This design comes from an exercise in tuning for small area and a short achievable clock period on the open sky130 flow, not from production work. In this exercise RTL edits were held to simulation tests only and were not proved equivalent to the original. No driver is modelled on the clock port, so clocking that relies on it looks cheaper here than on a real chip. No activity file was given, so power comes from the tool's default toggle rates.

==> flow/design.v <==
module Timer_Cmp(DataA, DataB, AGB);
input  [21:0] DataA, DataB;
output AGB;
assign AGB = (DataA > DataB);
endmodule
module necount_cmp(DataA, DataB, ALEB);
input  [10:0] DataA, DataB;
output ALEB;
assign ALEB = (DataA <= DataB);
endmodule
module necount_inc(DataA, Sum);
input  [11:0] DataA;
output [11:0] Sum;
assign Sum = DataA + 12'd1;
endmodule
module timer(
    input         clk_sys,
    input         rst_n,
    input         en,           
    input  [21:0] datain,       
    output reg    time_up
);
reg [21:0] timedata;
always @(posedge clk_sys) begin
    if (!rst_n || time_up || !en) begin
        timedata <= 22'd1;
        time_up  <= 1'b0;
    end else begin
        timedata <= timedata + 22'd1;
        time_up  <= (timedata > datain);
    end
end
endmodule
module state_switch(
    input             clk_sys,
    input             rst_n,
    input             time_up_in,
    input      [4:0]  start,
    input      [3:0]  state_over_in,    
    input      [21:0] datain_scale,
    input      [19:0] datain_scan,
    input      [19:0] datain_noise,
    input      [19:0] datain_pluse,
    input      [19:0] datain_state_1ms,
    output reg [21:0] dataout,
    output reg        en,
    output reg        clk_en_scale,
    output reg        clk_en_scan,
    output reg        clk_en_noise,
    output reg        clk_en_pluse,
    output reg        clk_en_st1ms
);
wire onehot = (start == 5'd1) | (start == 5'd2) | (start == 5'd4) |
              (start == 5'd8) | (start == 5'd16);
wire over_sel = (start[0] & state_over_in[0]) | (start[1] & state_over_in[1]) |
                (start[2] & state_over_in[2]) | (start[3] & state_over_in[3]) |
                start[4];
always @(posedge clk_sys) begin
    dataout <= ({22{start[0]}} & datain_scale) |
               ({22{start[1]}} & {2'b00, datain_scan}) |
               ({22{start[2]}} & {2'b00, datain_noise}) |
               ({22{start[3]}} & {2'b00, datain_pluse}) |
               ({22{start[4]}} & {2'b00, datain_state_1ms});
    en           <= rst_n & onehot & over_sel;
    clk_en_scale <= rst_n & start[0] & time_up_in;
    clk_en_scan  <= rst_n & start[1] & time_up_in;
    clk_en_noise <= rst_n & start[2] & time_up_in;
    clk_en_pluse <= rst_n & start[3] & time_up_in;
    clk_en_st1ms <= rst_n & start[4] & time_up_in;
end
endmodule
module scalestate(
    input             clk_sys,
    input             clken_p,
    input             rst_n,
    input      [15:0] datain,
    input             load,
    input      [4:0]  loadchoice,
    input             pn_change,
    input             inv_turn,
    output reg        soft_d,
    output reg        rt_sw,
    output reg        sw_acq1,
    output reg        sw_acq2,
    output reg [21:0] timecount,
    output reg        s_acq,
    output reg        dds_conf,
    output reg        dump_start,
    output reg        pluse_start,
    output reg        pn_out,
    output reg        bb_ch,
    output reg        reset_out,
    output reg        load_out,
    output     [15:0] s_acqnum,
    output reg        intertodsp,
    output            state_over_n,
    output reg [11:0] strippluse,
    output reg        dumpoff_ctr,
    output reg        off_test,
    output            tetw_pluse,
    output reg        s_acq180,
    output reg        long_opentime,
    output reg        dump_sustain_ctrl,
    output            ne_le
);
reg [15:0] PLUSETIME90;
reg [15:0] PLUSETIME180;
reg [15:0] DUMPTIME;
reg [15:0] S_DUMPTIME;
reg [21:0] CUTTIME90;
reg [19:0] CUTTIME180;
reg [19:0] OPENTIME;
reg [15:0] ACQTIME;
reg [10:0] NE_NUM;
reg [11:0] ACQ90_NUM;
reg [11:0] ACQ180_NUM;
reg [11:0] ACQECHO_NUM;
reg [11:0] STRIPNUM90_NUM;
reg [11:0] STRIPNUM180_NUM;
reg [10:0] M_NUM;
reg [21:0] CUTTIME180_Tini;
reg [21:0] CUTTIME180_TEL;
reg [21:0] OPENTIME_TEL;
reg [21:0] CUTTIMEI90;
always @(posedge clk_sys)
    if (load)
        case (loadchoice)
            5'd0:  PLUSETIME90            <= datain;
            5'd1:  PLUSETIME180           <= datain;
            5'd2:  DUMPTIME               <= datain;
            5'd3:  S_DUMPTIME             <= datain;
            5'd4:  CUTTIME90[15:0]        <= datain;
            5'd5:  CUTTIME90[21:16]       <= datain[5:0];
            5'd6:  CUTTIME180[15:0]       <= datain;
            5'd7:  CUTTIME180[19:16]      <= datain[3:0];
            5'd8:  OPENTIME[15:0]         <= datain;
            5'd9:  OPENTIME[19:16]        <= datain[3:0];
            5'd10: ACQTIME                <= datain;
            5'd11: NE_NUM                 <= datain[10:0];
            5'd12: ACQ90_NUM              <= datain[11:0];
            5'd13: ACQ180_NUM             <= datain[11:0];
            5'd14: ACQECHO_NUM            <= datain[11:0];
            5'd15: STRIPNUM90_NUM         <= datain[11:0];
            5'd16: STRIPNUM180_NUM        <= datain[11:0];
            5'd17: M_NUM                  <= datain[10:0];
            5'd18: CUTTIME180_TEL[15:0]   <= datain;
            5'd19: CUTTIME180_TEL[21:16]  <= datain[5:0];
            5'd20: OPENTIME_TEL[15:0]     <= datain;
            5'd21: OPENTIME_TEL[21:16]    <= datain[5:0];
            5'd22: CUTTIME180_Tini[15:0]  <= datain;
            5'd23: CUTTIME180_Tini[21:16] <= datain[5:0];
            5'd24: CUTTIMEI90[15:0]       <= datain;
            5'd25: CUTTIMEI90[21:16]      <= datain[5:0];
            default: ;
        endcase
localparam IDLE = 0, R1 = 1, R2 = 2, ST = 3, STT = 4, P90 = 5, D90 = 6,
           SD90 = 7, CD90 = 8, RES = 9, DC = 10, DCT = 11, P180 = 12,
           D180 = 13, SD180 = 14, OD = 15, OS = 16, EA = 17, CD180 = 18,
           J = 19, STOP = 20, CDI90 = 21;
reg  [21:0] cs;
reg  [21:0] ns;
reg  [10:0] necount;
reg         le_m, le_ne;
reg         fst_lst_pulse, M_pulse;
reg  [11:0] acqnum;
reg         not_stop;
wire go_on = le_ne | inv_turn;
always @(*) begin
    ns        = 22'd0;
    ns[R1]    = cs[IDLE];
    ns[R2]    = cs[R1] | cs[CDI90];
    ns[ST]    = cs[R2];
    ns[STT]   = cs[ST];
    ns[P90]   = cs[STT];
    ns[D90]   = cs[P90];
    ns[SD90]  = cs[D90];
    ns[CD90]  = cs[SD90];
    ns[RES]   = (cs[CD90] & le_ne) | (cs[J] & go_on);
    ns[STOP]  = (cs[CD90] & !le_ne) | (cs[J] & !go_on) | cs[STOP];
    ns[DC]    = cs[RES];
    ns[DCT]   = cs[DC];
    ns[P180]  = cs[DCT];
    ns[D180]  = cs[P180];
    ns[SD180] = cs[D180];
    ns[OD]    = cs[SD180] & le_ne;
    ns[CDI90] = cs[SD180] & !le_ne;
    ns[OS]    = cs[OD];
    ns[EA]    = cs[OS];
    ns[CD180] = cs[EA];
    ns[J]     = cs[CD180];
end
always @(posedge clk_sys)
    if (!rst_n)       cs <= 22'd1;      
    else if (clken_p) cs <= ns;
wire [21:0] tc_next =
      ({22{cs[IDLE]}}                        & 22'd90)
    | ({22{cs[R1] | cs[CDI90] | cs[CD90] | cs[J] | cs[OD]}} & 22'd200)
    | ({22{cs[R2] | cs[RES]}}                & 22'd30)
    | ({22{cs[ST] | cs[DC]}}                 & 22'd570)
    | ({22{cs[STT]}}                         & {6'd0, PLUSETIME90})
    | ({22{cs[P90] | cs[P180]}}              & {6'd0, DUMPTIME})
    | ({22{cs[D90] | (cs[D180] & le_ne)}}    & {6'd0, S_DUMPTIME})
    | ({22{cs[D180] & !le_ne}}               & 22'd4000)
    | ({22{cs[SD90]}}                        & CUTTIME90)
    | ({22{cs[DCT]}}                         & {6'd0, PLUSETIME180})
    | ({22{cs[SD180] & !le_ne}}              & CUTTIMEI90)
    | ({22{cs[SD180] & le_ne & le_m}}        & OPENTIME_TEL)
    | ({22{cs[SD180] & le_ne & !le_m}}       & {2'd0, OPENTIME})
    | ({22{cs[OS]}}                          & {6'd0, ACQTIME})
    | ({22{cs[EA] & le_m}}                   & CUTTIME180_TEL)
    | ({22{cs[EA] & !le_m & M_pulse}}        & CUTTIME180_Tini)
    | ({22{cs[EA] & !le_m & !M_pulse}}       & {2'd0, CUTTIME180})
    | ({22{cs[CD180]}}                       & 22'd100);
always @(posedge clk_sys) begin
    if (!rst_n) begin
        timecount         <= 22'd50;
        soft_d            <= 1'b0;
        rt_sw             <= 1'b0;
        sw_acq1           <= 1'b1;
        sw_acq2           <= 1'b1;
        s_acq             <= 1'b0;
        s_acq180          <= 1'b0;
        bb_ch             <= 1'b0;
        pluse_start       <= 1'b0;
        reset_out         <= 1'b0;
        load_out          <= 1'b0;
        pn_out            <= 1'b0;
        dds_conf          <= 1'b0;
        off_test          <= 1'b0;
        dump_start        <= 1'b0;
        dumpoff_ctr       <= 1'b0;
        intertodsp        <= 1'b0;
        not_stop          <= 1'b1;
        long_opentime     <= 1'b0;
        dump_sustain_ctrl <= 1'b0;
        necount           <= 11'd1;
        acqnum            <= 12'd0;
        strippluse        <= 12'd0;
        fst_lst_pulse     <= 1'b1;
        M_pulse           <= 1'b0;
    end else if (clken_p) begin
        timecount <= tc_next;
        dump_start <= ns[ST] | ns[STT] | ns[P90] | ns[D90] |
                      ns[DC] | ns[DCT] | ns[P180] | ns[D180];
        soft_d     <= ns[ST] | ns[STT] | ns[P90] | ns[D90] | ns[SD90] |
                      ns[DC] | ns[DCT] | ns[P180] | ns[D180] | ns[SD180];
        rt_sw      <= ns[SD90] | ns[SD180] | ns[OD] | ns[OS] | ns[EA];
        sw_acq1    <= !(ns[ST] | ns[STT] | ns[P90] |
                        ((ns[DC] | ns[DCT] | ns[P180]) & fst_lst_pulse));
        sw_acq2    <= !(ns[OD] | ns[OS] | ns[EA]);
        dds_conf   <= ns[ST] | ns[STT] | ns[DC] | ns[DCT];
        load_out   <= ns[ST] | ns[STT] | ns[DC] | ns[DCT] | ns[OD] | ns[OS];
        pluse_start <= ns[STT] | ns[P90] | ns[DCT] | ns[P180];
        off_test   <= ns[P90] | ns[P180];
        s_acq180   <= (ns[DCT] | ns[P180]) & fst_lst_pulse;
        if (ns[STT] | ns[DCT])       s_acq <= 1'b1;
        else if (ns[D90] | ns[CD180]) s_acq <= 1'b0;
        if (ns[ST] | ns[STT])        bb_ch <= 1'b0;
        else if (ns[DC] | ns[DCT])   bb_ch <= 1'b1;
        if (ns[R1] | ns[CDI90] | ns[CD90] | ns[SD180] | ns[J])
            reset_out <= 1'b0;
        else if (ns[R2] | ns[OD] | ns[OS] | cs[CD90] | cs[J] | cs[STOP])
            reset_out <= 1'b1;
        if (ns[R2])                          pn_out <= pn_change;
        else if ((cs[CD90] & le_ne) | cs[J]) pn_out <= 1'b1;
        if (ns[D90] | (ns[D180] & fst_lst_pulse) | ns[CD180]) intertodsp <= 1'b1;
        else if (ns[SD90] | ns[SD180] | ns[J])                 intertodsp <= 1'b0;
        if (ns[STOP]) begin
            dumpoff_ctr <= 1'b1;
            not_stop    <= 1'b0;
        end
        if (ns[DC]) long_opentime <= le_m;
        if (ns[SD180])   dump_sustain_ctrl <= 1'b1;
        else if (ns[OS]) dump_sustain_ctrl <= 1'b0;
        if (ns[OS]) necount <= necount + 11'd1;
        if (ns[R2]) begin
            acqnum     <= ACQ90_NUM;
            strippluse <= STRIPNUM90_NUM;
        end else if (ns[RES] & fst_lst_pulse) begin
            acqnum     <= ACQ180_NUM;
            strippluse <= STRIPNUM180_NUM;
        end else if (ns[SD180]) begin
            acqnum     <= ACQECHO_NUM;
            strippluse <= 12'd0;
        end
        if (ns[J]) begin
            fst_lst_pulse <= (necount == NE_NUM);
            M_pulse       <= (necount == M_NUM);
        end
    end
end
always @(posedge clk_sys)
    if (!rst_n) begin
        le_m  <= 1'b0;
        le_ne <= 1'b0;
    end else begin
        le_m  <= (necount <= M_NUM);
        le_ne <= (necount <= NE_NUM);
    end
assign s_acqnum     = {4'd0, acqnum};
assign state_over_n = not_stop;
assign tetw_pluse   = not_stop;
assign ne_le        = le_ne;
endmodule
module scanstate(
    input             clk_sys,
    input             clken_p,
    input             rst_n,
    input      [15:0] datain,
    input             scanload,
    input             scanchoice,
    output reg        dumpon_ctr,
    output reg        dumpoff_ctr,
    output            soft_d,
    output reg        rt_sw,
    output            sw_acq1,
    output reg        sw_acq2,
    output reg [19:0] timecount,
    output reg        s_acq,
    output            dds_conf,
    output reg        calctrl,
    output reg        state_over_n,
    output reg        resetout
);
reg [15:0] acqtime;
reg [15:0] dectime;
always @(posedge clk_sys)
    if (scanload) begin
        if (scanchoice) dectime <= datain;
        else            acqtime <= datain;
    end
reg  [2:0] cs;
wire [2:0] q = (cs == 3'd7) ? 3'd7 : cs + 3'd1;
always @(posedge clk_sys)
    if (!rst_n)       cs <= 3'd0;
    else if (clken_p) cs <= q;
always @(posedge clk_sys) begin
    if (!rst_n) begin
        timecount    <= 20'd1;
        dumpon_ctr   <= 1'b0;
        dumpoff_ctr  <= 1'b0;
        rt_sw        <= 1'b0;
        sw_acq2      <= 1'b1;
        s_acq        <= 1'b0;
        calctrl      <= 1'b0;
        state_over_n <= 1'b1;
        resetout     <= 1'b0;
    end else begin
        case (q)
            3'd2:    timecount <= 20'd3000;
            3'd3:    timecount <= {4'd0, dectime};
            3'd4:    timecount <= 20'd500;
            3'd5:    timecount <= {4'd0, acqtime};
            default: timecount <= 20'd100;
        endcase
        dumpon_ctr   <= (q == 3'd2);
        dumpoff_ctr  <= (q == 3'd6);
        rt_sw        <= (q >= 3'd2) && (q <= 3'd5);
        sw_acq2      <= !((q == 3'd4) || (q == 3'd5));
        s_acq        <= (q >= 3'd5);
        calctrl      <= (q >= 3'd3) && (q <= 3'd5);
        state_over_n <= (q != 3'd7);
        resetout     <= (q >= 3'd4);
    end
end
assign soft_d   = dumpon_ctr;
assign dds_conf = dumpon_ctr;
assign sw_acq1  = 1'b1;
endmodule
module noisestate(
    input             clk_sys,
    input             clken_p,
    input             rst_n,
    input             nload,
    input             nchoice,
    input      [15:0] ndatain,
    output reg        dumpon_ctr,
    output reg        dumpoff_ctr,
    output            soft_d,
    output reg        rt_sw,
    output            sw_acq1,
    output reg        sw_acq2,
    output reg [19:0] timecount,
    output reg        n_acq,
    output reg        state_over_n
);
reg [15:0] acqtime;
reg [15:0] dectime;
always @(posedge clk_sys)
    if (nload) begin
        if (nchoice) dectime <= ndatain;
        else         acqtime <= ndatain;
    end
reg  [2:0] cs;
wire [2:0] q = (cs == 3'd7) ? 3'd7 : cs + 3'd1;
always @(posedge clk_sys)
    if (!rst_n)       cs <= 3'd0;
    else if (clken_p) cs <= q;
always @(posedge clk_sys) begin
    if (!rst_n) begin
        timecount    <= 20'd1;
        dumpon_ctr   <= 1'b0;
        dumpoff_ctr  <= 1'b0;
        rt_sw        <= 1'b0;
        sw_acq2      <= 1'b1;
        n_acq        <= 1'b0;
        state_over_n <= 1'b1;
    end else begin
        case (q)
            3'd2:    timecount <= 20'd3000;
            3'd3:    timecount <= {4'd0, dectime};
            3'd4:    timecount <= 20'd500;
            3'd5:    timecount <= {4'd0, acqtime};
            default: timecount <= 20'd100;
        endcase
        dumpon_ctr   <= (q == 3'd2);
        dumpoff_ctr  <= (q == 3'd6);
        rt_sw        <= (q >= 3'd2) && (q <= 3'd5);
        sw_acq2      <= !((q == 3'd4) || (q == 3'd5));
        n_acq        <= (q == 3'd5);
        state_over_n <= (q != 3'd7);
    end
end
assign soft_d  = dumpon_ctr;
assign sw_acq1 = 1'b1;
endmodule
module plusestate(
    input             clk_sys,
    input             clken_p,
    input             rst_n,
    input      [15:0] datain,
    input             load,
    input             loadchoice,
    output            soft_d,
    output            rt_sw,
    output reg        sw_acq1,
    output            sw_acq2,
    output reg [19:0] timecount,
    output            pluse_acq,
    output reg        pluse_start,
    output            off_test,
    output reg        dump_start,
    output reg        state_over_n,
    output reg        dds_config,
    output reg        dumpoff_ctr,
    output            tetw_pluse
);
reg [15:0] PLUSETIME;
reg [15:0] DUMPTIME;
always @(posedge clk_sys)
    if (load) begin
        if (loadchoice) DUMPTIME  <= datain;
        else            PLUSETIME <= datain;
    end
reg  [3:0] cs;
wire [3:0] q = (cs == 4'd9) ? 4'd9 : cs + 4'd1;
always @(posedge clk_sys)
    if (!rst_n)       cs <= 4'd0;
    else if (clken_p) cs <= q;
always @(posedge clk_sys) begin
    if (!rst_n) begin
        timecount    <= 20'd1;
        sw_acq1      <= 1'b1;
        pluse_start  <= 1'b0;
        dump_start   <= 1'b0;
        state_over_n <= 1'b1;
        dds_config   <= 1'b0;
        dumpoff_ctr  <= 1'b0;
    end else begin
        case (q)
            4'd1:    timecount <= 20'd10;
            4'd4:    timecount <= 20'd400;
            4'd5:    timecount <= 20'd30;
            4'd6:    timecount <= 20'd168;
            4'd7:    timecount <= {4'd0, PLUSETIME};
            4'd8:    timecount <= {4'd0, DUMPTIME};
            default: timecount <= 20'd100;
        endcase
        sw_acq1      <= !((q >= 4'd4) && (q <= 4'd8));
        pluse_start  <= (q == 4'd6) || (q == 4'd7);
        dump_start   <= (q >= 4'd5) && (q <= 4'd8);
        state_over_n <= (q != 4'd9);
        dds_config   <= (q == 4'd5) || (q == 4'd6);
        dumpoff_ctr  <= (q == 4'd9);
    end
end
assign soft_d     = dump_start;
assign pluse_acq  = dump_start;
assign off_test   = pluse_start;
assign tetw_pluse = dumpoff_ctr;
assign rt_sw      = 1'b0;
assign sw_acq2    = 1'b1;
endmodule
module state_1ms(
    input             clk_sys,
    input             clken_p,
    input             rst_n,
    input             load,
    input      [3:0]  loadchoice,
    input      [15:0] datain,
    output reg        reset_out,
    output reg        dump_start,
    output reg        pluse_start,
    output reg        bri_cycle,
    output reg        rt_sw,
    output reg        soft_dump,
    output reg [19:0] timecount
);
reg [15:0] PLUSECYCLE;
reg [15:0] PLUSETIME;
reg [15:0] M_DUMPTIME;
reg [15:0] S_DUMPTIME;
reg [19:0] CUTTIME;
always @(posedge clk_sys)
    if (load)
        case (loadchoice)
            4'd0: PLUSECYCLE    <= datain;
            4'd1: PLUSETIME     <= datain;
            4'd2: M_DUMPTIME    <= datain;
            4'd3: S_DUMPTIME    <= datain;
            4'd4: CUTTIME[15:0]  <= datain;
            4'd5: CUTTIME[19:16] <= datain[3:0];
            default: ;
        endcase
reg  [3:0] cs;
wire [3:0] q = (cs == 4'd9) ? 4'd0 : cs + 4'd1;
always @(posedge clk_sys)
    if (!rst_n)       cs <= 4'd0;
    else if (clken_p) cs <= q;
always @(posedge clk_sys) begin
    if (!rst_n) begin
        reset_out   <= 1'b0;
        dump_start  <= 1'b0;
        pluse_start <= 1'b0;
        bri_cycle   <= 1'b0;
        soft_dump   <= 1'b0;
        rt_sw       <= 1'b0;
        timecount   <= 20'd1;
    end else begin
        dump_start  <= (q >= 4'd4) && (q <= 4'd7);
        pluse_start <= (q == 4'd5) || (q == 4'd6);
        bri_cycle   <= (q == 4'd6);
        soft_dump   <= (q >= 4'd4) && (q <= 4'd8);
        rt_sw       <= (q == 4'd8);
        if (q == 4'd2)
            reset_out <= 1'b0;
        else if (q >= 4'd3)
            reset_out <= 1'b1;
        case (q)
            4'd0:    ;
            4'd1:    timecount <= 20'd10;
            4'd5:    timecount <= {4'd0, PLUSECYCLE};
            4'd6:    timecount <= {4'd0, PLUSETIME};
            4'd7:    timecount <= {4'd0, M_DUMPTIME};
            4'd8:    timecount <= {4'd0, S_DUMPTIME};
            4'd9:    timecount <= CUTTIME;
            default: timecount <= 20'd100;
        endcase
    end
end
endmodule
module nmr_seq(
    input         clk_sys,
    input         rst_n,           
    input  [4:0]  start,           
    input  [15:0] datain,          
    input         scale_rst_n,
    input         scale_load,
    input  [4:0]  scale_choice,
    input         pn_change,
    input         inv_turn,
    output        scale_soft_d,
    output        scale_rt_sw,
    output        scale_sw_acq1,
    output        scale_sw_acq2,
    output        scale_s_acq,
    output        scale_dds_conf,
    output        scale_dump_start,
    output        scale_pluse_start,
    output        scale_pn_out,
    output        scale_bb_ch,
    output        scale_reset_out,
    output        scale_load_out,
    output [15:0] scale_s_acqnum,
    output        scale_intertodsp,
    output        scale_state_over_n,
    output [11:0] scale_strippluse,
    output        scale_dumpoff_ctr,
    output        scale_off_test,
    output        scale_tetw_pluse,
    output        scale_s_acq180,
    output        scale_long_opentime,
    output        scale_dump_sustain_ctrl,
    output        scale_ne_le,
    input         scan_rst_n,
    input         scan_load,
    input         scan_choice,
    output        scan_dumpon_ctr,
    output        scan_dumpoff_ctr,
    output        scan_soft_d,
    output        scan_rt_sw,
    output        scan_sw_acq1,
    output        scan_sw_acq2,
    output        scan_s_acq,
    output        scan_dds_conf,
    output        scan_calctrl,
    output        scan_state_over_n,
    output        scan_resetout,
    input         noise_rst_n,
    input         noise_load,
    input         noise_choice,
    output        noise_dumpon_ctr,
    output        noise_dumpoff_ctr,
    output        noise_soft_d,
    output        noise_rt_sw,
    output        noise_sw_acq1,
    output        noise_sw_acq2,
    output        noise_n_acq,
    output        noise_state_over_n,
    input         pluse_rst_n,
    input         pluse_load,
    input         pluse_choice,
    output        pluse_soft_d,
    output        pluse_rt_sw,
    output        pluse_sw_acq1,
    output        pluse_sw_acq2,
    output        pluse_acq,
    output        pluse_pluse_start,
    output        pluse_off_test,
    output        pluse_dump_start,
    output        pluse_state_over_n,
    output        pluse_dds_config,
    output        pluse_dumpoff_ctr,
    output        pluse_tetw_pluse,
    input         st1ms_rst_n,
    input         st1ms_load,
    input  [3:0]  st1ms_choice,
    output        st1ms_reset_out,
    output        st1ms_dump_start,
    output        st1ms_pluse_start,
    output        st1ms_bri_cycle,
    output        st1ms_rt_sw,
    output        st1ms_soft_dump,
    output        clk_en_scale,
    output        clk_en_scan,
    output        clk_en_noise,
    output        clk_en_pluse,
    output        clk_en_st1ms
);
wire [21:0] tc_scale;
wire [19:0] tc_scan, tc_noise, tc_pluse, tc_st1ms;
wire [21:0] sw_dataout;
wire        sw_en, time_up;
timer timer_0 (
    .clk_sys(clk_sys), .rst_n(rst_n), .en(sw_en),
    .datain(sw_dataout), .time_up(time_up));
state_switch state_switch_0 (
    .clk_sys(clk_sys), .rst_n(rst_n), .time_up_in(time_up),
    .start(start),
    .state_over_in({pluse_state_over_n, noise_state_over_n,
                    scan_state_over_n, scale_state_over_n}),
    .datain_scale(tc_scale), .datain_scan(tc_scan),
    .datain_noise(tc_noise), .datain_pluse(tc_pluse),
    .datain_state_1ms(tc_st1ms),
    .dataout(sw_dataout), .en(sw_en),
    .clk_en_scale(clk_en_scale), .clk_en_scan(clk_en_scan),
    .clk_en_noise(clk_en_noise), .clk_en_pluse(clk_en_pluse),
    .clk_en_st1ms(clk_en_st1ms));
scalestate scalestate_0 (
    .clk_sys(clk_sys), .clken_p(clk_en_scale), .rst_n(scale_rst_n),
    .soft_d(scale_soft_d), .rt_sw(scale_rt_sw),
    .sw_acq1(scale_sw_acq1), .sw_acq2(scale_sw_acq2),
    .s_acq(scale_s_acq), .dds_conf(scale_dds_conf),
    .load(scale_load), .pn_change(pn_change), .inv_turn(inv_turn),
    .dump_start(scale_dump_start), .pluse_start(scale_pluse_start),
    .pn_out(scale_pn_out), .bb_ch(scale_bb_ch),
    .reset_out(scale_reset_out), .load_out(scale_load_out),
    .intertodsp(scale_intertodsp), .state_over_n(scale_state_over_n),
    .dumpoff_ctr(scale_dumpoff_ctr), .off_test(scale_off_test),
    .tetw_pluse(scale_tetw_pluse), .s_acq180(scale_s_acq180),
    .long_opentime(scale_long_opentime),
    .dump_sustain_ctrl(scale_dump_sustain_ctrl), .ne_le(scale_ne_le),
    .timecount(tc_scale), .datain(datain), .loadchoice(scale_choice),
    .s_acqnum(scale_s_acqnum), .strippluse(scale_strippluse));
scanstate scanstate_0 (
    .clk_sys(clk_sys), .clken_p(clk_en_scan), .rst_n(scan_rst_n),
    .dumpon_ctr(scan_dumpon_ctr), .dumpoff_ctr(scan_dumpoff_ctr),
    .soft_d(scan_soft_d), .rt_sw(scan_rt_sw),
    .sw_acq1(scan_sw_acq1), .sw_acq2(scan_sw_acq2),
    .s_acq(scan_s_acq), .dds_conf(scan_dds_conf),
    .calctrl(scan_calctrl), .state_over_n(scan_state_over_n),
    .scanload(scan_load), .scanchoice(scan_choice),
    .resetout(scan_resetout), .timecount(tc_scan), .datain(datain));
noisestate noisestate_0 (
    .clk_sys(clk_sys), .clken_p(clk_en_noise), .rst_n(noise_rst_n),
    .dumpon_ctr(noise_dumpon_ctr), .dumpoff_ctr(noise_dumpoff_ctr),
    .soft_d(noise_soft_d), .rt_sw(noise_rt_sw),
    .sw_acq1(noise_sw_acq1), .sw_acq2(noise_sw_acq2),
    .n_acq(noise_n_acq), .state_over_n(noise_state_over_n),
    .nload(noise_load), .nchoice(noise_choice),
    .timecount(tc_noise), .ndatain(datain));
plusestate plusestate_0 (
    .clk_sys(clk_sys), .clken_p(clk_en_pluse), .rst_n(pluse_rst_n),
    .soft_d(pluse_soft_d), .rt_sw(pluse_rt_sw),
    .sw_acq1(pluse_sw_acq1), .sw_acq2(pluse_sw_acq2),
    .pluse_acq(pluse_acq), .pluse_start(pluse_pluse_start),
    .off_test(pluse_off_test), .load(pluse_load),
    .loadchoice(pluse_choice), .dump_start(pluse_dump_start),
    .state_over_n(pluse_state_over_n), .dds_config(pluse_dds_config),
    .dumpoff_ctr(pluse_dumpoff_ctr), .tetw_pluse(pluse_tetw_pluse),
    .timecount(tc_pluse), .datain(datain));
state_1ms state_1ms_0 (
    .clk_sys(clk_sys), .clken_p(clk_en_st1ms), .rst_n(st1ms_rst_n),
    .load(st1ms_load), .loadchoice(st1ms_choice),
    .reset_out(st1ms_reset_out), .dump_start(st1ms_dump_start),
    .pluse_start(st1ms_pluse_start), .bri_cycle(st1ms_bri_cycle),
    .rt_sw(st1ms_rt_sw), .soft_dump(st1ms_soft_dump),
    .timecount(tc_st1ms), .datain(datain));
endmodule
==> flow/run.sh <==
#!/bin/bash
# synth_recipe.tcl (not shown) runs the flow's synth.tcl, then flattens the netlist and writes it again
# the make line also repeats each setting of config.mk as NAME=value (left out here)
make -C /OpenROAD-flow-scripts/flow DESIGN_CONFIG=/design/flow/config.mk WORK_HOME=/design/flow/orfs CLKGATE_MAP_FILE= SYNTH_SCRIPT=/design/flow/synth_recipe.tcl finish
==> flow/config.mk <==
export PLATFORM = sky130hd
export DESIGN_NAME = nmr_seq
export DESIGN_NICKNAME = nmr_seq
export VERILOG_FILES = /design/flow/design.v
export SDC_FILE = /design/flow/constraint.sdc
export NUM_CORES = 4
export LEC_CHECK = 0
export CAP_MARGIN = 20
export CORE_MARGIN = 2
export CORE_UTILIZATION = 40
export PLACE_DENSITY = 0.6
export SLEW_MARGIN = 20
==> flow/constraint.sdc <==
create_clock -name core_clock -period 10.0 [get_ports {clk_sys}]
set_input_delay 2.0000 -clock core_clock [delete_from_list [all_inputs] [get_ports {clk_sys}]]
set_output_delay 2.0000 -clock core_clock [all_outputs]
set_load 0.01 [all_outputs]
==> qor.yml, run 1 <==
grt:
  grt_max_degree: 60
  antenna_found_initial: 3
  grt_use_total_pct: 19.7
  overflow: 0
  grt_pass1_wl_um: 110000
  first_global_vias: 17616
power_and_ir_drop:
  p_clk_share_pct: 45.6
  internal_power_mw: 5.17
  p_per_area_mw_per_mm2: 194
  power_frac_seq_pct: 52.2
  combPwrFrac_pct: 2.2
  switchingPower_mw: 1.32
  peakVddDrop_mv: 0.141
  netSwitchingFraction_pct: 20.3
  total_power_mw: 6.49
  p_leak_nw: 11.3
placement:
  dpl_cell_area_mm2: 0.0308
  gp_congestion: 0.823
  dp_cells: 3130
  placement.io_buffers: 129
  dp_hpwl_um: 46100
final_layout:
  drive_above_1_share_pct: 9.84
  final_cells: 3277
  insertedDiodeCount: 0
  fill_cells: 6239
  post-route-util_pct: 47.0
  fin_nets: 2367
  syn2layout_area_growth_pct: 16.8
  fin_area_mm2: 0.0334
timing:
  rsz0062_at_grt: "false"
  finalSetupViolCount: 0
  slew_viol_final: 0
  fin_crit_sh_pct: 40.3
  fmax_ghz: 0.248
  setup_tns_ns: 0
  finClkSkew_ns: 0.0278
  slew_headroom_pct: 25.0
  min_period_ns: 4.03
  report.final.hold_viol_count: 0
  tightest_slew_ns: 1.12
die:
  io_pins: 138
  coreArea_mm2: 0.0711
  die_w_um: 271
  die_h_um: 271
  die_area_mm2: 0.0737
  rows: 98
  initial_core_util_pct: 40.2
worst_hold_path:
  hp-class: "reg2reg"
  hold_depth: 1
  hold_path_end: "timer_0.timedata[0]"
  hp-start: "timer_0.timedata[0]"
clock_network:
  htree_num_levels: 3
  clkSlewWorstSetupHoldPaths_ns: 0.06
  ctsResizeCount: 0
  root_buffer: "clkbuf_16"
  clk_path_buf_depth: 3
  cts.sinks: 753
  clk_latency_ns: 0.62
  cts_made_buffers: 81
  ctsHoldBuffers: 0
  cts_tree: "yes"
  post_cts_buffers: 0
yosys:
  yosys.area.top_type: "edfxtp_1"
  synth_edf_count: 492
  syn-cell-area_mm2: 0.0286
  synth.distinct_cells: 84
  syn_area_per_cell_um2: 13.4
  ys_ff_latch: 753
  seq_area_frac_synth_pct: 69.9
  ys.flop_type: "edfxtp_1"
  async_reset_ff_share_pct: 0
  yosys_warnings: 7
  synthCells: 2137
  synth.top_cell.area_share_pct: 51.6
  synth_area_leaders: "edfxtp_1 52%, dfxtp_1 18%, a22oi_1 2.5%, ha_1 2.4%, nor2_1 2.4%"
worst_setup_path:
  cp_cell_sequence: "clkdlybuf4s50_1"
  r2r_end: "scalestate_0.timecount[8]"
  max_stage_delay_ns: 0.75
  rrSetupSlack_ns: 7.29
  cp.arrival_ns: 2.03
  critPathLaunchType: "flop"
  crit_type: "reg2out"
  critPathMaxFanout: 12
  end_kind: "output port"
  slowest_stage: "dfxtp_1"
  cp.required_ns: 8.00
  rr_startpoint: "scalestate_0.le_m"
  crit_family: "flip-flops"
  r2r_cells: 5
  critPathBufInv: 1
route:
  viasPerCell: 5.48
  first_pass_iters: 6
  post-route-drc-count: 0
  ant_nets: 0
  drt-initial-drc-count: 1536
  wl_per_cell_um: 22.4
  wl_um: 73400
  vias: 17963
run:
  cap_violations: 0
status:
  outcome: "complete, no violations"
worst max path at each step:
stage                            start                          to  slack [ns]  cells past startpoint
floorplan              st1ms_choice[3]   state_1ms_0.PLUSECYCLE[0]        5.98                      2
finish              scalestate_0.le_ne                 scale_ne_le        5.97                      1
global route        scalestate_0.le_ne                 scale_ne_le        5.94                      1
CTS                 scalestate_0.le_ne                 scale_ne_le        5.94                      1
global placement            st1ms_load  state_1ms_0.PLUSECYCLE[10]        5.66                      3
detailed placement          scale_load  scalestate_0.ACQ180_NUM[8]        5.70                      4
through the flow:
stage | setup slack, ns | hold slack (ns)
final | 5.97 | 0.426
after global routing | 5.94 | 0.466
after CTS | 5.94 | 0.430
after detailed placement | 5.70 | 0.418
after global placement | 5.66 | 0.416
after floorplan | 5.98 | 0.396
layout by cell type, fill, tap and decap left out, types with 10 or more instances in the layout:
cell type          n
a222oi_1          28
a31oi_1           25
and3_1            21
clkbuf_1          15
nor3_1            12
a221oi_1          31
buf_4             45
xor2_1            21
a21oi_1           90
inv_1             64
edfxtp_1         492
nand3_1           56
dfxtp_1          260
clkinv_2          12
clkbuf_8          11
a22oi_1           96
a21boi_0          13
mux2_2            12
o21ai_0           90
a211oi_1          20
clkbuf_16         83
mux2i_1           62
a311oi_1          14
a22o_1            10
clkdlybuf4s50_1  122
nor2_1           176
ha_1              56
nand4_1           12
nand2_1          142
a31o_2            10
xnor2_1           16
and2_1            16
nor2b_1           31
metal layers:
| metal | GRT usage [%] | part of all wire [%] |
|---|---|---|
| met1 | 26.4 | 42 |
| met2 | 32.9 | 49 |
| met3 | 3.52 | 6.3 |
| met4 | 5.75 | 2.6 |
| met5 | 0 | 0 |
final cells by class:
| type | instances | area (um^2) | share of cell area, % |
|---|---|---|---|
| Multi-Input combinational cell | 1185 | 7730 | 23.1 |
| Clock buffer | 109 | 2280 | 6.83 |
| Tap cell | 950 | 1190 | 3.56 |
| Sequential cell | 753 | 20000 | 59.8 |
| Clock inverter | 37 | 372 | 1.11 |
| Timing Repair Buffer | 174 | 1590 | 4.77 |
| Inverter | 69 | 259 | 0.775 |
state kept, by name (all words and copies together), names as in the netlist, 22 cells and up:
signal / cells
state_switch_0.dataout: 22
scalestate_0.CUTTIME180_TEL: 22
scalestate_0.timecount: 22
scalestate_0.cs: 22
scalestate_0.CUTTIME180_Tini: 22
scalestate_0.OPENTIME_TEL: 22
timer_0.timedata: 22
scalestate_0.CUTTIMEI90: 22
scalestate_0.CUTTIME90: 22
synth_stat cells, types with 5 or more instances:
cell type and count:
buf_2 29, a21boi_0 13, mux2i_1 62, buf_1 10, a22o_1 10, and2_1 16, inv_1 65, nor2_1 180
nand2_1 142, a31o_2 10, a21oi_1 90, xor2_1 21, ha_1 56, o211ai_1 5, and4_1 6, a221o_1 6
nand3b_1 7, mux2_2 12, nand4_1 12, and3_1 21, nor3_1 15, a211oi_1 20, nand2b_1 9, a22oi_1 96
buf_4 22, o21ai_0 90, o21a_1 5, xnor2_1 16, a222oi_1 28, a221oi_1 31, clkbuf_1 67, dfxtp_1 261
a31oi_1 25, edfxtp_1 492, o22ai_1 8, nand3_1 56, buf_6 6, nor2b_1 31, a311oi_1 14
power groups by stage:
stage | Sequential, mW | Clock, mW | Combinational [mW]
floorplan | 3.45 | 0 | 0.0552
global placement | 3.45 | 0 | 0.145
detailed placement | 3.45 | 0 | 0.149
CTS | 3.39 | 3.01 | 0.149
global route | 3.39 | 3.13 | 0.158
finish | 3.39 | 2.96 | 0.146
cells by family (layout without fill, tap and decap cells):
| logic type | count (synthesis) | count (layout) | synth area share (%) |
|---|---|---|---|
| compound gates | 486 | 486 | 11.8 |
| xor+xnor | 37 | 37 | 1.13 |
| fa+ha+maj | 57 | 57 | 2.48 |
| buf+inv | 205 | 389 | 3.32 |
| flops | 753 | 753 | 69.9 |
| mux | 74 | 74 | 2.64 |
| other cells | 2 | 8 | 0.0262 |
| simple gates | 523 | 523 | 8.66 |
==> run 2, diff against run 1 <==
--- a/flow/design.v
+++ b/flow/design.v
@@ -333,8 +333,13 @@
 wire [2:0] q = (cs == 3'd7) ? 3'd7 : cs + 3'd1;
+reg  [2:0] qr;     
 always @(posedge clk_sys)
-    if (!rst_n)       cs <= 3'd0;
-    else if (clken_p) cs <= q;
+    if (!rst_n) begin
+        cs <= 3'd0;
+        qr <= 3'd0;
+    end else begin
+        if (clken_p) cs <= q;
+        qr <= q;
+    end
 always @(posedge clk_sys) begin
     if (!rst_n) begin
-        timecount    <= 20'd1;
         dumpon_ctr   <= 1'b0;
@@ -348,9 +353,2 @@
     end else begin
-        case (q)
-            3'd2:    timecount <= 20'd3000;
-            3'd3:    timecount <= {4'd0, dectime};
-            3'd4:    timecount <= 20'd500;
-            3'd5:    timecount <= {4'd0, acqtime};
-            default: timecount <= 20'd100;
-        endcase
         dumpon_ctr   <= (q == 3'd2);
@@ -368,2 +366,11 @@
 assign sw_acq1  = 1'b1;
+always @(*)
+    case (qr)
+        3'd0:    timecount = 20'd1;
+        3'd2:    timecount = 20'd3000;
+        3'd3:    timecount = {4'd0, dectime};
+        3'd4:    timecount = 20'd500;
+        3'd5:    timecount = {4'd0, acqtime};
+        default: timecount = 20'd100;
+    endcase
 endmodule
@@ -395,8 +402,13 @@
 wire [2:0] q = (cs == 3'd7) ? 3'd7 : cs + 3'd1;
+reg  [2:0] qr;     
 always @(posedge clk_sys)
-    if (!rst_n)       cs <= 3'd0;
-    else if (clken_p) cs <= q;
+    if (!rst_n) begin
+        cs <= 3'd0;
+        qr <= 3'd0;
+    end else begin
+        if (clken_p) cs <= q;
+        qr <= q;
+    end
 always @(posedge clk_sys) begin
     if (!rst_n) begin
-        timecount    <= 20'd1;
         dumpon_ctr   <= 1'b0;
@@ -408,9 +420,2 @@
     end else begin
-        case (q)
-            3'd2:    timecount <= 20'd3000;
-            3'd3:    timecount <= {4'd0, dectime};
-            3'd4:    timecount <= 20'd500;
-            3'd5:    timecount <= {4'd0, acqtime};
-            default: timecount <= 20'd100;
-        endcase
         dumpon_ctr   <= (q == 3'd2);
@@ -425,2 +430,11 @@
 assign sw_acq1 = 1'b1;
+always @(*)
+    case (qr)
+        3'd0:    timecount = 20'd1;
+        3'd2:    timecount = 20'd3000;
+        3'd3:    timecount = {4'd0, dectime};
+        3'd4:    timecount = 20'd500;
+        3'd5:    timecount = {4'd0, acqtime};
+        default: timecount = 20'd100;
+    endcase
 endmodule
@@ -456,8 +470,13 @@
 wire [3:0] q = (cs == 4'd9) ? 4'd9 : cs + 4'd1;
+reg  [3:0] qr;     
 always @(posedge clk_sys)
-    if (!rst_n)       cs <= 4'd0;
-    else if (clken_p) cs <= q;
+    if (!rst_n) begin
+        cs <= 4'd0;
+        qr <= 4'd0;
+    end else begin
+        if (clken_p) cs <= q;
+        qr <= q;
+    end
 always @(posedge clk_sys) begin
     if (!rst_n) begin
-        timecount    <= 20'd1;
         sw_acq1      <= 1'b1;
@@ -469,11 +488,2 @@
     end else begin
-        case (q)
-            4'd1:    timecount <= 20'd10;
-            4'd4:    timecount <= 20'd400;
-            4'd5:    timecount <= 20'd30;
-            4'd6:    timecount <= 20'd168;
-            4'd7:    timecount <= {4'd0, PLUSETIME};
-            4'd8:    timecount <= {4'd0, DUMPTIME};
-            default: timecount <= 20'd100;
-        endcase
         sw_acq1      <= !((q >= 4'd4) && (q <= 4'd8));
@@ -492,2 +502,13 @@
 assign sw_acq2    = 1'b1;
+always @(*)
+    case (qr)
+        4'd0:    timecount = 20'd1;
+        4'd1:    timecount = 20'd10;
+        4'd4:    timecount = 20'd400;
+        4'd5:    timecount = 20'd30;
+        4'd6:    timecount = 20'd168;
+        4'd7:    timecount = {4'd0, PLUSETIME};
+        4'd8:    timecount = {4'd0, DUMPTIME};
+        default: timecount = 20'd100;
+    endcase
 endmodule
@@ -649,2 +670,14 @@
 );
+reg  [15:0] datain_d;
+reg         scan_load_d, scan_choice_d, noise_load_d, noise_choice_d;
+reg         pluse_load_d, pluse_choice_d;
+always @(posedge clk_sys) begin
+    datain_d       <= datain;
+    scan_load_d    <= scan_load;
+    scan_choice_d  <= scan_choice;
+    noise_load_d   <= noise_load;
+    noise_choice_d <= noise_choice;
+    pluse_load_d   <= pluse_load;
+    pluse_choice_d <= pluse_choice;
+end
 wire [21:0] tc_scale;
@@ -691,4 +724,4 @@
     .calctrl(scan_calctrl), .state_over_n(scan_state_over_n),
-    .scanload(scan_load), .scanchoice(scan_choice),
-    .resetout(scan_resetout), .timecount(tc_scan), .datain(datain));
+    .scanload(scan_load_d), .scanchoice(scan_choice_d),
+    .resetout(scan_resetout), .timecount(tc_scan), .datain(datain_d));
 noisestate noisestate_0 (
@@ -699,4 +732,4 @@
     .n_acq(noise_n_acq), .state_over_n(noise_state_over_n),
-    .nload(noise_load), .nchoice(noise_choice),
-    .timecount(tc_noise), .ndatain(datain));
+    .nload(noise_load_d), .nchoice(noise_choice_d),
+    .timecount(tc_noise), .ndatain(datain_d));
 plusestate plusestate_0 (
@@ -706,7 +739,7 @@
     .pluse_acq(pluse_acq), .pluse_start(pluse_pluse_start),
-    .off_test(pluse_off_test), .load(pluse_load),
-    .loadchoice(pluse_choice), .dump_start(pluse_dump_start),
+    .off_test(pluse_off_test), .load(pluse_load_d),
+    .loadchoice(pluse_choice_d), .dump_start(pluse_dump_start),
     .state_over_n(pluse_state_over_n), .dds_config(pluse_dds_config),
     .dumpoff_ctr(pluse_dumpoff_ctr), .tetw_pluse(pluse_tetw_pluse),
-    .timecount(tc_pluse), .datain(datain));
+    .timecount(tc_pluse), .datain(datain_d));
 state_1ms state_1ms_0 (
==> flow/flow/run.sh (new file) <==
#!/bin/bash
# Layout flow: the standard ORFS flow (standard.sh, synthesis unchanged)
# with two changes: the port buffers are buf_2 cells, and setup repair aims
# for a tighter slack than the 10 ns clock needs. The clock period and the
# constraints are the design's. ORFS writes each step's full log under
# orfs/logs; make's own output goes to standard_flow.log.
set -uo pipefail
bash standard.sh \
    "BUFFER_PORTS_ARGS=-buffer_cell sky130_fd_sc_hd__buf_2" \
    SETUP_SLACK_MARGIN=6.8 \
    finish > standard_flow.log 2>&1
==> flow/standard.sh (new file) <==
#!/bin/bash
# synth_recipe.tcl (not shown) runs the flow's synth.tcl, then flattens the netlist and writes it again
# the make line also repeats each setting of config.mk as NAME=value (left out here)
make -C /OpenROAD-flow-scripts/flow DESIGN_CONFIG=/design/flow/config.mk WORK_HOME=/design/flow/orfs CLKGATE_MAP_FILE= SYNTH_SCRIPT=/design/flow/synth_recipe.tcl "${@:-finish}"
--- a/flow/config.mk
+++ b/flow/config.mk
@@ -9,4 +9,7 @@
 export CORE_MARGIN = 2
-export CORE_UTILIZATION = 40
-export PLACE_DENSITY = 0.6
+export CORE_UTILIZATION = 65
+export CTS_BUF_LIST = sky130_fd_sc_hd__clkbuf_8 sky130_fd_sc_hd__clkbuf_16
+export CTS_CLUSTER_DIAMETER = 100
+export CTS_CLUSTER_SIZE = 30
+export PLACE_DENSITY = 0.75
 export SLEW_MARGIN = 20
removed: flow/run.sh
==> run 2 against run 1 <==
  * Still clean on timing, DRC and antenna
  * Final cell count is 17% lower
  * Core utilization is 24 points higher
  * Maximum frequency is 27% higher
  * Synthesized area is 2.3% lower
  * Via count is 2.7% lower
  * Total power is 25% lower
  * Sequential power is 2% lower
  * Sequential cell count is 16 lower
  * Critical path type unchanged
==> qor.yml, run 2 <==
status:
  outcome: "complete, no violations"
yosys:
  ys.flop_type: "edfxtp_1"
  synth_area_leaders: "edfxtp_1 53%, dfxtp_1 18%, ha_1 2.3%, nor2_1 2.0%, a22oi_1 1.9%"
  syn-cell-area_mm2: 0.0280  # -2.3%
  synth.top_cell.area_share_pct: 52.8  # +1.2 points
  yosys.area.top_type: "edfxtp_1"
  syn_area_per_cell_um2: 13.4  # about the same
  synth_edf_count: 492  # unchanged
  synth.most_common_cell: "edfxtp_1"
  ys_ff_latch: 737  # -2.1%
  async_reset_ff_share_pct: 0  # unchanged
  ys_top_cells_by_count: "492 x edfxtp_1, 245 x dfxtp_1, 152 x nor2_1"
  synth.distinct_cells: 75  # -11%
  synthCells: 2090  # -2.2%
  seq_area_frac_synth_pct: 70.4  # +0.49 points
  yosys_warnings: 8  # +1
worst_setup_path:
  cp_cell_sequence: "buf_2"
  critPathLaunchType: "flop"
  r2r_end: "scalestate_0.timecount[12]"
  cp.required_ns: 8.00  # about the same
  cp.arrival_ns: 1.18  # -0.85 ns
  slowest_stage: "dfxtp_1"
  rr_startpoint: "scalestate_0.le_m"
  r2r_cells: 5  # unchanged
  critPathMaxFanout: 2  # -10
  rrSetupSlack_ns: 7.44  # +0.15 ns
  crit_type: "reg2out"
  max_stage_delay_ns: 0.41  # -0.34 ns
  end_kind: "output port"
  critPathBufInv: 1  # unchanged
  crit_family: "flip-flops"
clock_network:
  cts_made_buffers: 28  # -65%
  clkSlewWorstSetupHoldPaths_ns: 0.11  # +0.05 ns
  root_buffer: "clkbuf_16"
  ctsHoldBuffers: 0  # unchanged
  clk_latency_ns: 0.61  # about the same
  cts.sinks: 737  # -2.1%
  clk_path_buf_depth: 3  # unchanged
  htree_num_levels: 1  # -2
  cts_tree: "yes"
route:
  first_pass_iters: 9  # +3
  route.met3.wl_um: 4810  # +3.5%
  viasPerCell: 6.44  # +17%
  wl_per_cell_um: 24.1  # +7.7%
  wl_met2_um: 32500  # -8.9%
  top_layer_used: "met4"
  post-route-drc-count: 0  # unchanged
  vias: 17485  # -2.7%
  ant_nets: 0  # unchanged
  wl_met1_um: 26500  # -15%
  wl_um: 65500  # -11%
  drt-initial-drc-count: 2292  # +49%
grt:
  antenna_found_initial: 0  # -3
  grt_use_total_pct: 29.4  # +9.6 points
  overflow: 0  # unchanged
  grt_pass1_wl_um: 99200  # -9.7%
  first_global_vias: 16756  # -4.9%
  grt_max_degree: 63  # +5.0%
final_layout:
  layout_common_cells: "492 x edfxtp_1, 235 x dfxtp_1, 139 x nand2_1"
  syn2layout_area_growth_pct: 6.97
  final_common_cell: "edfxtp_1"
  post-route-util_pct: 70.8  # +24 points
  final_cells: 2716  # -17%
  drive_above_1_share_pct: 11.7  # +1.8 points
  fin_nets: 2254  # -4.8%
  insertedDiodeCount: 0  # unchanged
power_and_ir_drop:
  p_leak_nw: 10.3  # -8.1%
  switchingPower_mw: 0.994  # -25%
  internal_power_mw: 3.87  # -25%
  netSwitchingFraction_pct: 20.5  # +0.12 points
  p_clk_share_pct: 29.0  # -17 points
  p_per_area_mw_per_mm2: 162  # -16%
  power_frac_seq_pct: 68.5  # +16 points
  combPwrFrac_pct: 2.5  # +0.3 points
  peakVddDrop_mv: 0.167  # +19%
timing:
  min_period_ns: 3.18  # -0.855 ns
  slew_viol_final: 0  # unchanged
  finalSetupViolCount: 0  # unchanged
  rsz0062_at_grt: "true"
  fin_crit_sh_pct: 31.8  # -8.6 points
  report.final.hold_viol_count: 0  # unchanged
  fmax_ghz: 0.315  # +27%
  slew_headroom_pct: 25.1  # +0.11 points
  tightest_slew_ns: 1.09  # -0.0277 ns
  finClkSkew_ns: 0.0181  # -0.00967 ns
  setup_tns_ns: 0  # unchanged
die:
  die_h_um: 211  # -22%
  io_pins: 138  # unchanged
  initial_core_util_pct: 66.2  # +26 points
  die_w_um: 211  # -22%
  rows: 75  # -23%
  die_area_mm2: 0.0447  # -39%
  coreArea_mm2: 0.0422  # -41%
worst_hold_path:
  hold_path_end: "scalestate_0.acqnum[0]"
  hp-class: "reg2reg"
  hold_depth: 2  # +1
  hp-start: "scalestate_0.acqnum[0]"
placement:
  gp_congestion: 0.860  # +4.5%
  placement.io_buffers: 129  # unchanged
  dp_cells: 2657  # -15%
  dp_hpwl_um: 41500  # -10%
run:
  cap_violations: 0  # unchanged
==> run 2: changes by cell type after synthesis, moves of 16 or more <==
cell	before	now
clkbuf_1	67	87
dfxtp_1	261	245
a22oi_1	96	70
mux2i_1	62	24
nor2_1	180	152
nand2b_1	9	28
==> run 2: worst register-to-register path, cell delays in order, from the launching register on <==
cell	delay, ns
dfxtp_1	0.60
and2_0	0.31
buf_4	0.21
a22o_1	0.26
a2111oi_0	0.86
a21oi_1	0.17
==> run 2: layer usage <==
metal / GRT usage, % / vias to the layer above
met5: 0 / -
met4: 7.89 / 0
met3: 3.03 / 95
met2: 49.8 / 765
met1: 41.1 / 8665
li1: - / 7960
==> run 2: cell families after synthesis <==
group                    Yosys count  synth area share, %
AO/OA/AOI/OAI                    496                 12.6
XOR/XNOR                          34                 1.07
adder cells (fa/ha/maj)           53                 2.36
buffers and inverters            192                 2.98
flip-flops                       737                 70.4
multiplexers                      24                0.859
other                              2               0.0269
AND/OR/NAND/NOR                  552                 9.76
==> run 2: timing repair <==
item | CTS | global route
pin swaps | 1 | 0
resized for setup | 15 | 6
setup endpoints to repair | 28 | 43
buffers inserted | 6 | 0
==> run 2: cell type report <==
type	count	area, um^2
tap	539	674
inverter	65	246
clock buffer	29	726
sequential	737	19700
clock inverter	23	98.8
multi-input combinational	1167	7580
fill	2881	12300
timing repair buffer	156	875
==> run 2: power groups by stage <==
| stage | Sequential, mW | Clock, mW | Combinational [mW] |
|---|---|---|---|
| CTS | 3.33 | 1.42 | 0.120 |
| global placement | 3.40 | 0 | 0.116 |
| detailed placement | 3.40 | 0 | 0.119 |
| finish | 3.33 | 1.41 | 0.122 |
| global route | 3.33 | 1.52 | 0.130 |
| floorplan | 3.39 | 0 | 0.0544 |
==> run 2: how the worst max path moves through the flow <==
| stage | cells after the start | slack, ns | startpoint | endpoint |
|---|---|---|---|---|
| 4_1_cts | 1 | 6.80 | scalestate_0.pluse_start | scale_pluse_start |
| 3_5_place_dp | 6 | 5.77 | inv_turn | scalestate_0.strippluse[8] |
| 5_1_grt | 4 | 6.79 | scale_load | scalestate_0.OPENTIME[5] |
| 3_3_place_gp | 6 | 5.90 | scale_rst_n | scalestate_0.le_ne |
| 2_1_floorplan | 3 | 6.55 | scale_load | scalestate_0.DUMPTIME[0] |
| 6_report | 1 | 6.82 | scalestate_0.reset_out | scale_reset_out |
==> run 2: per-stage QoR <==
step           area, um^2  hold WS (ns)  setup WS [ns]  power, mW
2_1_floorplan       28100         0.412           6.55       3.44
3_3_place_gp        29000         0.444           5.90       3.51
3_5_place_dp        29000         0.446           5.77       3.52
4_1_cts             29900         0.463           6.80       4.87
5_1_grt             29900         0.493           6.79       4.98
6_report            29900         0.466           6.82       4.86
==> run 3, diff against run 2 <==
==> flow/flow/run.sh (replaced) <==
#!/bin/bash
# Layout flow: the standard ORFS flow (standard.sh, synthesis unchanged)
# with these changes, all at the design's clock period and constraints:
#  - port buffers are buf_2 cells;
#  - setup repair aims for a tighter slack than the 10 ns clock needs;
#  - after CTS, post_cts.tcl replaces the upper levels of the clock tree by
#    root buffers fed from the clock port (see there).
# ORFS writes each step's full log under orfs/logs; make's output goes to
# standard_flow.log.
set -uo pipefail
here=$(cd "$(dirname "$0")" && pwd)
bash standard.sh \
    "BUFFER_PORTS_ARGS=-buffer_cell sky130_fd_sc_hd__buf_2" \
    SETUP_SLACK_MARGIN=${SETUP_MARGIN:-7.0} \
    POST_CTS_TCL="$here/post_cts.tcl" \
    ${EXTRA_MAKE_ARGS:-} \
    finish > standard_flow.log 2>&1
==> flow/flow/clock_roots.tcl (new file) <==
# Rebuild the top of the clock tree: keep CTS's leaf buffers (and any sink
# wired to the upper levels), remove the upper-level buffers and the dummy
# loads CTS added to balance them, and drive the sinks from NROOTS root
# buffers, each fed straight from the clock port and placed at the centre of
# the sinks it drives. Every register still gets its clock through buffers.
proc rebuild_clock_roots { nroots root_master } {
  set db [ord::get_db]
  set block [ord::get_db_block]
  set port_net [$block findNet $::env(CLOCK_PORT_NET)]
  set master [$db findMaster $root_master]
  # upper-level buffers: reachable from the port through clock buffers that
  # are not leaf buffers
  set upper {}
  set loads {}
  set dummies {}
  set frontier [list $port_net]
  while {[llength $frontier] > 0} {
    set net [lindex $frontier 0]
    set frontier [lrange $frontier 1 end]
    foreach it [$net getITerms] {
      if {![$it isInputSignal] && [$it getIoType] ne "INPUT"} { continue }
      set inst [$it getInst]
      set name [$inst getName]
      set mname [[$inst getMaster] getName]
      if {[string match "clkload*" $name]} { lappend dummies $inst; continue }
      if {[string match "clkbuf_*" $name] && ![string match "clkbuf_leaf_*" $name] \
            && [string match "*clkbuf*" $mname]} {
        lappend upper $inst
        set onet [[$inst findITerm X] getNet]
        if {$onet ne "NULL"} { lappend frontier $onet }
        continue
      }
      if {$net ne $port_net} { lappend loads $it }
    }
  }
  puts "clock_roots: [llength $upper] upper buffers, [llength $dummies] dummy loads, [llength $loads] sinks to re-drive"
  if {[llength $upper] == 0} { return }
  # remove upper buffers, their nets and the dummies
  set kill_nets {}
  foreach inst $upper {
    set onet [[$inst findITerm X] getNet]
    if {$onet ne "NULL"} { lappend kill_nets $onet }
  }
  foreach it $loads { $it disconnect }
  foreach inst [concat $upper $dummies] { odb::dbInst_destroy $inst }
  foreach net $kill_nets { odb::dbNet_destroy $net }
  # split the sinks into nroots groups by position: sort by x, then by y in halves
  set pts {}
  foreach it $loads {
    set b [[$it getInst] getBBox]
    lappend pts [list $it [expr {([$b xMin] + [$b xMax]) / 2}] [expr {([$b yMin] + [$b yMax]) / 2}]]
  }
  set groups [list $pts]
  while {[llength $groups] < $nroots} {
    # split the largest group along its longer side
    set gi 0; set best -1
    for {set i 0} {$i < [llength $groups]} {incr i} {
      set n [llength [lindex $groups $i]]
      if {$n > $best} { set best $n; set gi $i }
    }
    set g [lindex $groups $gi]
    set xs [lmap p $g {lindex $p 1}]; set ys [lmap p $g {lindex $p 2}]
    set dx [expr {[tcl::mathfunc::max {*}$xs] - [tcl::mathfunc::min {*}$xs]}]
    set dy [expr {[tcl::mathfunc::max {*}$ys] - [tcl::mathfunc::min {*}$ys]}]
    set key [expr {$dx >= $dy ? 1 : 2}]
    set s [lsort -integer -index $key $g]
    set h [expr {[llength $s] / 2}]
    set groups [lreplace $groups $gi $gi [lrange $s 0 [expr {$h - 1}]] [lrange $s $h end]]
  }
  set k 0
  foreach g $groups {
    set sx 0; set sy 0
    foreach p $g { incr sx [lindex $p 1]; incr sy [lindex $p 2] }
    set cx [expr {$sx / [llength $g]}]; set cy [expr {$sy / [llength $g]}]
    set inst [odb::dbInst_create $block $master "clkroot_$k"]
    set net [odb::dbNet_create $block "clknet_root_$k"]
    $net setSigType CLOCK
    [$inst findITerm A] connect $port_net
    [$inst findITerm X] connect $net
    foreach p $g { [lindex $p 0] connect $net }
    $inst setLocation $cx $cy
    $inst setPlacementStatus PLACED
    puts "clock_roots: clkroot_$k drives [llength $g] sinks at ($cx, $cy)"
    incr k
  }
}
==> flow/flow/post_cts.tcl (new file) <==
# Runs at the end of ORFS's CTS step (POST_CTS_TCL). CTS builds a root
# buffer, a level of branch buffers and the leaf buffers; the branch level
# adds about 0.2 ns to every register's clock. Replace the root and branch
# level by a few root buffers fed from the clock port (all registers keep a
# balanced, buffered clock), then legalise and repair timing again.
source [file join [file dirname [info script]] clock_roots.tcl]
set ::env(CLOCK_PORT_NET) clk_sys
rebuild_clock_roots 4 sky130_fd_sc_hd__clkbuf_16
detailed_placement
estimate_parasitics -placement
report_clock_skew
repair_timing_helper
detailed_placement
check_placement -verbose
estimate_parasitics -placement
report_clock_skew
report_worst_slack -max
report_worst_slack -min
==> run 3 against run 2 <==
  * Final area grew 6.0%
  * Sequential share of layout area shrank 3.5 points
  * Via count grew 4.4%
  * Synthesized area is the same
  * Combinational power grew 11%
  * Die area is the same
  * Clock power is essentially flat
  * Critical path type is now in2reg
  * Highest routed layer is now met5
==> qor.yml, run 3 <==
placement:
  placement.io_buffers: 129  # unchanged
  dp_hpwl_um: 42400  # +2.1%
  gp_congestion: 0.829  # -3.6%
final_layout:
  final_common_cell: "edfxtp_1"
  layout_common_cells: "492 x edfxtp_1, 184 x dfxtp_1, 129 x nand2_1"
  drive_above_1_share_pct: 18.7  # +7.0 points
  syn2layout_area_growth_pct: 13.4
  fin_nets: 2315  # +2.7%
  fill_cells: 2598  # -9.8%
status:
  outcome: "complete, no violations"
yosys:
  ys.flop_type: "edfxtp_1"
  yosys.area.top_type: "edfxtp_1"
  ys_ff_latch: 737  # unchanged
  synthCells: 2090  # unchanged
  ys_top_cells_by_count: "492 x edfxtp_1, 245 x dfxtp_1, 152 x nor2_1"
  synth_area_leaders: "edfxtp_1 53%, dfxtp_1 18%, ha_1 2.3%, nor2_1 2.0%, a22oi_1 1.9%"
  seq_area_frac_synth_pct: 70.4  # unchanged
  synth.distinct_cells: 75  # unchanged
  synth_edf_count: 492  # unchanged
  synth.most_common_cell: "edfxtp_1"
  yosys_warnings: 8  # unchanged
  async_reset_ff_share_pct: 0  # unchanged
  syn-cell-area_mm2: 0.0280  # unchanged
  synth.top_cell.area_share_pct: 52.8  # unchanged
  syn_area_per_cell_um2: 13.4  # unchanged
worst_setup_path:
  slowest_stage: "o21a_4"
  r2r_cells: 5  # unchanged
  rrSetupSlack_ns: 7.25  # -0.19 ns
  critPathMaxFanout: 5  # +3
  r2r_end: "scalestate_0.timecount[12]"
  end_kind: "flop"
  max_stage_delay_ns: 0.21  # -0.20 ns
  cp_cell_sequence: "buf_8 > o21a_4 > o21a_4 > o31ai_4 > buf_6 > buf_6 > buf_12 > buf_16 > a311o_1 > a21oi_1"
  crit_type: "in2reg"
  critPathLaunchType: "primary input"
  rr_startpoint: "scalestate_0.cs[4]"
  critPathBufInv: 5  # +4
  cp.arrival_ns: 3.37  # +2.19 ns
  cp.required_ns: 10.27  # +2.27 ns
  crit_family: "compound AO/OA/AOI/OAI gates"
route:
  viasPerCell: 6.57  # +2.1%
  wl_um: 71100  # +8.5%
  ant_nets: 0  # unchanged
  wl_per_cell_um: 25.6  # +6.1%
  first_pass_iters: 6  # -3
  drt-initial-drc-count: 2579  # +13%
  post-route-drc-count: 0  # unchanged
  vias: 18253  # +4.4%
worst_hold_path:
  hold_depth: 2  # unchanged
  hp-class: "reg2reg"
  hold_path_end: "scalestate_0.dumpoff_ctr"
  hp-start: "scalestate_0.dumpoff_ctr"
die:
  coreArea_mm2: 0.0422  # unchanged
  rows: 75  # unchanged
  die_area_mm2: 0.0447  # unchanged
  initial_core_util_pct: 66.2  # unchanged
  die_w_um: 211  # unchanged
  io_pins: 138  # unchanged
  die_h_um: 211  # unchanged
run:
  cap_violations: 0  # unchanged
power_and_ir_drop:
  p_per_area_mw_per_mm2: 154  # -5.3%
  p_leak_nw: 11.0  # +6.2%
  netSwitchingFraction_pct: 20.5  # +0.053 points
  combPwrFrac_pct: 2.8  # +0.3 points
  internal_power_mw: 3.88  # +0.35%
  peakVddDrop_mv: 0.189  # +13%
  p_clk_share_pct: 29.0  # about the same
  switchingPower_mw: 1.00  # +0.68%
  total_power_mw: 4.88  # +0.42%
  power_frac_seq_pct: 68.2  # -0.3 points
timing:
  fin_crit_sh_pct: 31.0  # -0.81 points
  fmax_ghz: 0.323  # +2.6%
  setup_tns_ns: 0  # unchanged
  report.final.hold_viol_count: 0  # unchanged
  min_period_ns: 3.10  # -0.0806 ns
  tightest_slew_ns: 1.26  # +0.170 ns
  slew_headroom_pct: 13.5  # -12 points
  rsz0062_at_grt: "true"
  finalSetupViolCount: 0  # unchanged
  finClkSkew_ns: 0.0367  # +0.0186 ns
  slew_viol_final: 0  # unchanged
grt:
  first_global_vias: 17582  # +4.9%
  grt_use_total_pct: 31.6  # +2.2 points
  overflow: 0  # unchanged
  grt_pass1_wl_um: 105000  # +5.6%
  antenna_found_initial: 4  # +4
  grt_max_degree: 70  # +11%
clock_network:
  cts.sinks: 737  # unchanged
  clk_latency_ns: 0.39  # -0.22 ns
  clkSlewWorstSetupHoldPaths_ns: 0.12  # about the same
  cts_tree: "yes"
-- run 3: cell counts after synthesis --
Identical to the previous run, type by type.
-- run 3: tightest hold or removal path, stage by stage (launching register included) --
cell and delay (ns):
dfxtp_2 0.35, inv_1 0.05, a21oi_1 0.05
-- run 3: how the worst max path moves through the flow --
stage,startpoint,endpoint,slack [ns],cells after the start
floorplan,inv_turn,scalestate_0.acqnum[6],6.79,6
global placement,inv_turn,scalestate_0.strippluse[10],5.86,6
detailed placement,inv_turn,scalestate_0.strippluse[9],5.81,6
global route,inv_turn,scalestate_0.acqnum[11],6.88,10
finish,inv_turn,scalestate_0.acqnum[11],6.90,10
-- run 3: layout make-up, clock buffers not listed --
| cell class | instances | area [um^2] | area share (%) |
|---|---|---|---|
| well taps | 539 | 674 | 2.13 |
| multi-input cells | 1169 | 7980 | 25.2 |
| diodes | 1 | 2.50 | 0.00789 |
| plain buffers | 4 | 100 | 0.316 |
| flip-flops and latches | 737 | 19800 | 62.4 |
| clock inverters | 23 | 98.8 | 0.312 |
| inverters | 65 | 249 | 0.786 |
| repair buffers | 214 | 2190 | 6.90 |
-- run 3: kinds of logic after synthesis --
| logic type | share of synthesized area [%] |
|---|---|
| adders and majority gates | 2.36 |
| DFF | 70.4 |
| AOI/OAI and AO/OA | 12.6 |
| other | 0.0269 |
| muxes | 0.859 |
| and+or+nand+nor | 9.76 |
| xor gates and xnor gates | 1.07 |
| buffers and inverters | 2.98 |
-- run 3: metrics by stage --
step	area, um^2	setup WS [ns]	hold WS (ns)	instances	util, %
after floorplan	28300	6.79	0.412	2096	-
after global placement	29100	5.86	0.433	2655	69.0
final	31700	6.90	0.467	2777	75.1
after detailed placement	29100	5.81	0.440	2655	69.0
after global routing	31700	6.88	0.487	2776	75.1
-- run 3: layer usage --
layer | up-vias | GRT usage, % | part of all wire [%] | routed length [um]
met1 | 8993 | 41.4 | 38 | 27000
met3 | 162 | 5.64 | 8.9 | 6300
met5 | - | 0 | 0.059 | 42
li1 | 8105 | - | - | -
met4 | 6 | 12.3 | 3.7 | 2600
met2 | 987 | 53.1 | 49 | 35100
-- run 3: power groups by stage --
stage	sequential [mW]	combinational, mW	clock, mW
2_1_floorplan	3.39	0.0601	0
3_3_place_gp	3.39	0.124	0
3_5_place_dp	3.40	0.126	0
5_1_grt	3.33	0.144	1.52
6_report	3.33	0.136	1.42

## afterwards: timing with drivers on the ports
In the flow no input, the clock included, has a driving cell. The finished layouts below were timed again as built, in two steps. Step 1 (the two cells are an assumption about what drives the block):
set clk [get_ports {clk_sys}]
set_driving_cell -lib_cell sky130_fd_sc_hd__clkbuf_16 $clk
set_driving_cell -lib_cell sky130_fd_sc_hd__buf_2 [delete_from_list [all_inputs] $clk]
Step 2 also shifts input and output timing later by t, the mid clock arrival at the registers, as if the neighbouring blocks saw the same clock. Slacks: ideal ports / drivers / drivers and shift; pairs: ideal ports / drivers.
run | t, ns | setup slack, ns | hold slack, ns | worst setup path after step 2
run 1 | 0.664 | 5.967 / 5.909 / 5.699 | 0.426 / 0.426 / 0.426 | input to register
run 2 | 0.662 | 6.823 / 6.764 / 6.261 | 0.466 / 0.466 / 0.466 | input to register
run 3 | 0.489 | 6.903 / 6.964 / 6.487 | 0.467 / 0.467 / 0.467 | input to register
After both steps setup and hold are still met in every run listed. The setup slack of run 2, which loses most, moves by -0.059 ns with the drivers and by -0.562 ns with both steps.
